Context: an optimization exercise on an open-source flow, tuned for small area and a short achievable clock period. The choices shown serve that exercise and are no tape-out recipe.
Only simulation tests tie the RTL to the original design; equivalence was not proved.
Power and IR drop assume default switching activity.

==> module RegistroCargaOut, before the edit <==
module RegistroCargaOut
(
	input  logic        clk,
	input  logic        rst,
	input  logic [15:0] res_d,
	input  logic [2:0]  flag_d,
	output logic [15:0] res_q,
	output logic [2:0]  flag_q
);
	always @ (posedge clk or posedge rst)
		if (rst) begin
			res_q <= 0;
			flag_q <= 0;
		end
		else begin
			res_q <= res_d;
			flag_q <= flag_d;
		end
endmodule
==> module paramCalculator, before the edit <==
module paramCalculator #(parameter KA = 6)
(
	input  logic [15:0]   R,
	input  logic [15:0]   Y,
	input  logic [KA-1:0] rem,
	input  logic [3:0]    op,
	input  logic          zz,
	input  logic          bb,
	output logic [15:0]   res,
	output logic [2:0]    flag
);
	logic [15:0]    rr [KA:16];
	logic [15-KA:0] qlo;
	logic [16:9]    ov;
	logic           mm;
	genvar g;
	assign mm = (op == 4'b1110) | (op == 4'b0010) | (op == 4'b0001);
	assign rr[KA] = {{(16-KA){1'b0}}, rem};
	generate
		for (g = KA + 1; g <= 8; g++) begin : rows
			divRow #(.J(g)) row (.r(rr[g-1]), .b(R[16-g]), .Y(Y), .q(qlo[16-g]), .ro(rr[g]));
		end
		for (g = 9; g <= 16; g++) begin : macs
			macRow #(.J(g)) row (.r(g == 9 ? rr[8] | {16{mm}} : rr[g-1]), .b(R[16-g]), .Y(Y), .m(mm),
				.q(qlo[16-g]), .ro(rr[g]), .ov(ov[g]));
		end
	endgenerate
	function automatic logic [16:0] radd(input logic [15:0] a, input logic [15:0] b, input logic ci);
		logic c;
		c = ci;
		for (int i = 0; i < 16; i++) begin
			radd[i] = a[i] ^ b[i] ^ c;
			c = (a[i] & b[i]) | (a[i] & c) | (b[i] & c);
		end
		radd[16] = c;
	endfunction
	function automatic logic gtr(input logic [15:0] a, input logic [15:0] b);
		logic c;
		c = 1'b0;
		for (int i = 0; i < 16; i++) c = (a[i] & ~b[i]) | (a[i] & c) | (~b[i] & c);
		gtr = c;
	endfunction
	logic        sub, gt, yz, ovf, fN, fZ, fC, fV;
	logic [16:0] s;
	logic [15:0] lg, acc;
	always_comb begin
		sub = op[0];
		gt  = gtr(R, Y);
		s   = radd(R, sub ? ~Y : Y, sub & gt);
		yz  = (Y == 16'd0);
		acc = ~rr[16];
		ovf = bb | (|ov);
		res = 16'd0;
		fN = 1'b0; fZ = 1'b0; fC = 1'b0; fV = 1'b0;
		lg = 16'd0;
		case (op)
			4'b1100: begin  
				if (s[16]) fC = 1'b1;
				else begin
					res = s[15:0];
					fZ = (s[15:0] == 16'd0);
				end
			end
			4'b1101: begin  
				if (gt) res = s[15:0];
				else begin
					res = ~s[15:0];
					fZ = (s[15:0] == 16'hFFFF);
					fN = ~fZ;
				end
			end
			4'b1110: begin  
				if (ovf) fC = 1'b1;
				else begin
					res = acc;
					fZ = zz;
				end
			end
			4'b1111: begin  
				if (yz) fV = 1'b1;
				else begin
					res = {R[15:16-KA], qlo};
					fZ = zz;
				end
			end
			4'b1000: begin  
				if (yz) fV = 1'b1;
				else begin
					res = rr[16];
					fZ = zz;
				end
			end
			4'b0010: begin  
				res = acc;
				fZ = zz;
			end
			4'b0001: begin  
				for (int i = 0; i < 16; i++) res[i] = acc[15-i];
				fZ = zz;
			end
			4'b1001, 4'b1010, 4'b1011: begin
				case (op[1:0])
					2'b01:   lg = R & Y;
					2'b10:   lg = R | Y;
					default: lg = R ^ Y;
				endcase
				res = lg;
				fZ = (lg == 16'd0);
			end
			default: ;
		endcase
		case ({fN, fZ, fC, fV})
			4'b1000: flag = 3'b110;
			4'b0100: flag = 3'b010;
			4'b0010: flag = 3'b101;
			4'b0001: flag = 3'b100;
			default: flag = 3'b111;
		endcase
	end
endmodule
==> module RegistroALU, before the edit <==
module RegistroALU #(parameter N=16)
(
	clk, rst, Z_in, Y_in, mode_in, btn_change_in,
	segA_out, segB_out, segD_out, aritm_out_out
);
	localparam KA = 5;                
	input  logic clk;
	input  logic rst;
	input  logic [N-1:0] Z_in;
	input  logic [N-1:0] Y_in;
	input  logic [1:0] mode_in;
	input  logic [1:0] btn_change_in;
	output logic [6:0] segA_out;
	output logic [6:0] segB_out;
	output logic [6:0] segD_out;
	output logic [N-1:0] aritm_out_out;
	logic [15:0]   R_a, R_m, Y_a, Y_m;
	logic [KA-1:0] rem_a, rem_m;
	logic          zz_a, zz_m, bb_a, bb_m;
	logic [3:0]    op_m;
	logic [15:0]   res_b;
	logic [2:0]    flag_b, flag_q;
	aluFront #(.KA(KA)) front (
		.Z(Z_in), .Y(Y_in), .op({btn_change_in, mode_in}),
		.R(R_a), .Yr(Y_a), .rem(rem_a), .zz(zz_a), .bb(bb_a));
	RegistroCargaIn #(.KA(KA)) registroIn (
		.clk(clk), .rst(rst),
		.R_d(R_a), .Y_d(Y_a), .rem_d(rem_a), .op_d({btn_change_in, mode_in}), .zz_d(zz_a), .bb_d(bb_a),
		.R_q(R_m), .Y_q(Y_m), .rem_q(rem_m), .op_q(op_m), .zz_q(zz_m), .bb_q(bb_m));
	paramCalculator #(.KA(KA)) alu (
		.R(R_m), .Y(Y_m), .rem(rem_m), .op(op_m), .zz(zz_m), .bb(bb_m),
		.res(res_b), .flag(flag_b));
	RegistroCargaOut registroOut (
		.clk(clk), .rst(rst), .res_d(res_b), .flag_d(flag_b),
		.res_q(aritm_out_out), .flag_q(flag_q));
	bin2bcd display (
		.bin(aritm_out_out[7:0]), .on(flag_q[2] | flag_q[1]),
		.segA(segA_out), .segB(segB_out));
	assign segD_out = {flag_q[2], flag_q[2] & flag_q[1], flag_q[1] | flag_q[0], flag_q[2] & flag_q[1],
	                   flag_q[2] & (flag_q[1] | flag_q[0]), flag_q[1], flag_q[2] & ~(flag_q[1] & ~flag_q[0])};
endmodule
clock: 55.0 ns
lec_check: 0
abc_area: 1
cap_margin: 20
core_margin: 2
core_utilization: 60
slew_margin: 20
standard.sh (not shown) runs the stock make flow with config.mk's settings and CLKGATE_MAP_FILE= SYNTH_SCRIPT=/design/flow/synth_recipe.tcl, a recipe that flattens the netlist after the stock synthesis.
==> flow/flow/run.sh <==
#!/bin/bash
# The standard layout with two changes: the synthesized netlist's combinational
# cells go back to x1 before the floorplan (downsize.tcl), and timing repair is
# asked for MARGIN ns of setup slack at the design's period, so that it sizes
# and buffers the real critical paths. Each tool's output goes to a log here.
set -euo pipefail
MARGIN=40
bash standard.sh synth > synth.log 2>&1
RESULTS=orfs/results/sky130hd/RegistroALU/base openroad -no_init -exit flow/downsize.tcl > downsize.log 2>&1
bash standard.sh SETUP_SLACK_MARGIN=$MARGIN finish > layout.log 2>&1
==> flow/flow/downsize.tcl <==
# Sets every combinational cell of the synthesized netlist to the lowest drive
# strength of its kind (x1), undoing the sizing that synthesis did for a timing
# view that does not know the design's input and output delays. The layout's
# own timing repair then sizes up what the real critical paths need.
# Flip-flops are left as synthesis made them.
set results $::env(RESULTS)
read_db $results/1_synth.odb
set db [ord::get_db]
set block [ord::get_db_block]
set n 0
foreach inst [$block getInsts] {
  set name [[$inst getMaster] getName]
  if {![regexp {^(sky130_fd_sc_hd__[a-z0-9]+)_([0-9]+)$} $name -> base drive]} { continue }
  if {[regexp {df|dl|sdf|edf|conb|tap|fill|decap|clkbuf|clkinv|lpflow|probe} $base]} { continue }
  if {$drive <= 1} { continue }
  set m [$db findMaster ${base}_1]
  if {$m == "NULL"} { continue }
  $inst swapMaster $m
  incr n
}
puts "downsized $n cells"
write_db $results/1_synth.odb
Change:
--- a/flow/design.v
+++ b/flow/design.v
@@ -39,16 +39,16 @@
 	input  logic        rst,
 	input  logic [15:0] res_d,
-	input  logic [2:0]  flag_d,
+	input  logic [6:0]  segD_d,
 	output logic [15:0] res_q,
-	output logic [2:0]  flag_q
+	output logic [6:0]  segD_q
 );
 	always @ (posedge clk or posedge rst)
 		if (rst) begin
 			res_q <= 0;
-			flag_q <= 0;
+			segD_q <= 0;
 		end
 		else begin
 			res_q <= res_d;
-			flag_q <= flag_d;
+			segD_q <= segD_d;
 		end
 endmodule
@@ -531,5 +531,5 @@
 	input  logic          bb,
 	output logic [15:0]   res,
-	output logic [2:0]    flag
+	output logic [6:0]    segD
 );
 	logic [15:0]    rr [KA:16];
@@ -634,9 +634,9 @@
 		endcase
 		case ({fN, fZ, fC, fV})
-			4'b1000: flag = 3'b110;
-			4'b0100: flag = 3'b010;
-			4'b0010: flag = 3'b101;
-			4'b0001: flag = 3'b100;
-			default: flag = 3'b111;
+			4'b1000: segD = 7'b1111110;
+			4'b0100: segD = 7'b0010010;
+			4'b0010: segD = 7'b1010101;
+			4'b0001: segD = 7'b1000001;
+			default: segD = 7'b1111111;
 		endcase
 	end
@@ -663,5 +663,5 @@
 	logic [3:0]    op_m;
 	logic [15:0]   res_b;
-	logic [2:0]    flag_b, flag_q;
+	logic [6:0]    segD_b;
 	aluFront #(.KA(KA)) front (
 		.Z(Z_in), .Y(Y_in), .op({btn_change_in, mode_in}),
@@ -673,12 +673,10 @@
 	paramCalculator #(.KA(KA)) alu (
 		.R(R_m), .Y(Y_m), .rem(rem_m), .op(op_m), .zz(zz_m), .bb(bb_m),
-		.res(res_b), .flag(flag_b));
+		.res(res_b), .segD(segD_b));
 	RegistroCargaOut registroOut (
-		.clk(clk), .rst(rst), .res_d(res_b), .flag_d(flag_b),
-		.res_q(aritm_out_out), .flag_q(flag_q));
+		.clk(clk), .rst(rst), .res_d(res_b), .segD_d(segD_b),
+		.res_q(aritm_out_out), .segD_q(segD_out));
 	bin2bcd display (
-		.bin(aritm_out_out[7:0]), .on(flag_q[2] | flag_q[1]),
+		.bin(aritm_out_out[7:0]), .on(segD_out[6] | segD_out[4]),
 		.segA(segA_out), .segB(segB_out));
-	assign segD_out = {flag_q[2], flag_q[2] & flag_q[1], flag_q[1] | flag_q[0], flag_q[2] & flag_q[1],
-	                   flag_q[2] & (flag_q[1] | flag_q[0]), flag_q[1], flag_q[2] & ~(flag_q[1] & ~flag_q[0])};
 endmodule
Outcome: Setup slack gains 0.16 ns. Worst hold slack gains 0.064 ns. First-iteration DRC count climbs by about 23%. Wire length climbs by 3.4%. Clock skew barely changes. Critical path depth climbs by 3. Synthesized area climbs by 1.4%. Sequential power climbs by about 2%. Power climbs by 2.0%.

what the ideal ports hide:
In the flow no input, the clock included, has a driving cell. The finished layouts below were timed again as built, in two steps. Step 1 sets driving cells, clkbuf_16 on the clock port and buf_2 on the other inputs (assumed; they add their load-dependent delay and slew). Step 2 adds t to the input delays and takes it off the output delays; t is the mean of the earliest and latest rising clock arrival at the registers after step 1. Input paths then give back, and output paths get back, about the clock's delay inside the block. Slacks: ideal / step 1 / step 2; pairs: ideal / step 1.
run | t (ns) | setup WS [ns] | worst setup path at the end | worst data-port slew with drivers (ns) | cell pins on the clock port's net
the first run | 0.373 | 40.209 / 40.231 / 39.858 | input to register | 0.04 | 1
the second run | 0.374 | 40.365 / 40.321 / 40.100 | input to register | 0.04 | 1
After both steps every run listed still meets setup and hold. The setup slack of the first run, which loses most, moves by +0.022 ns with the drivers and by -0.351 ns with both steps.
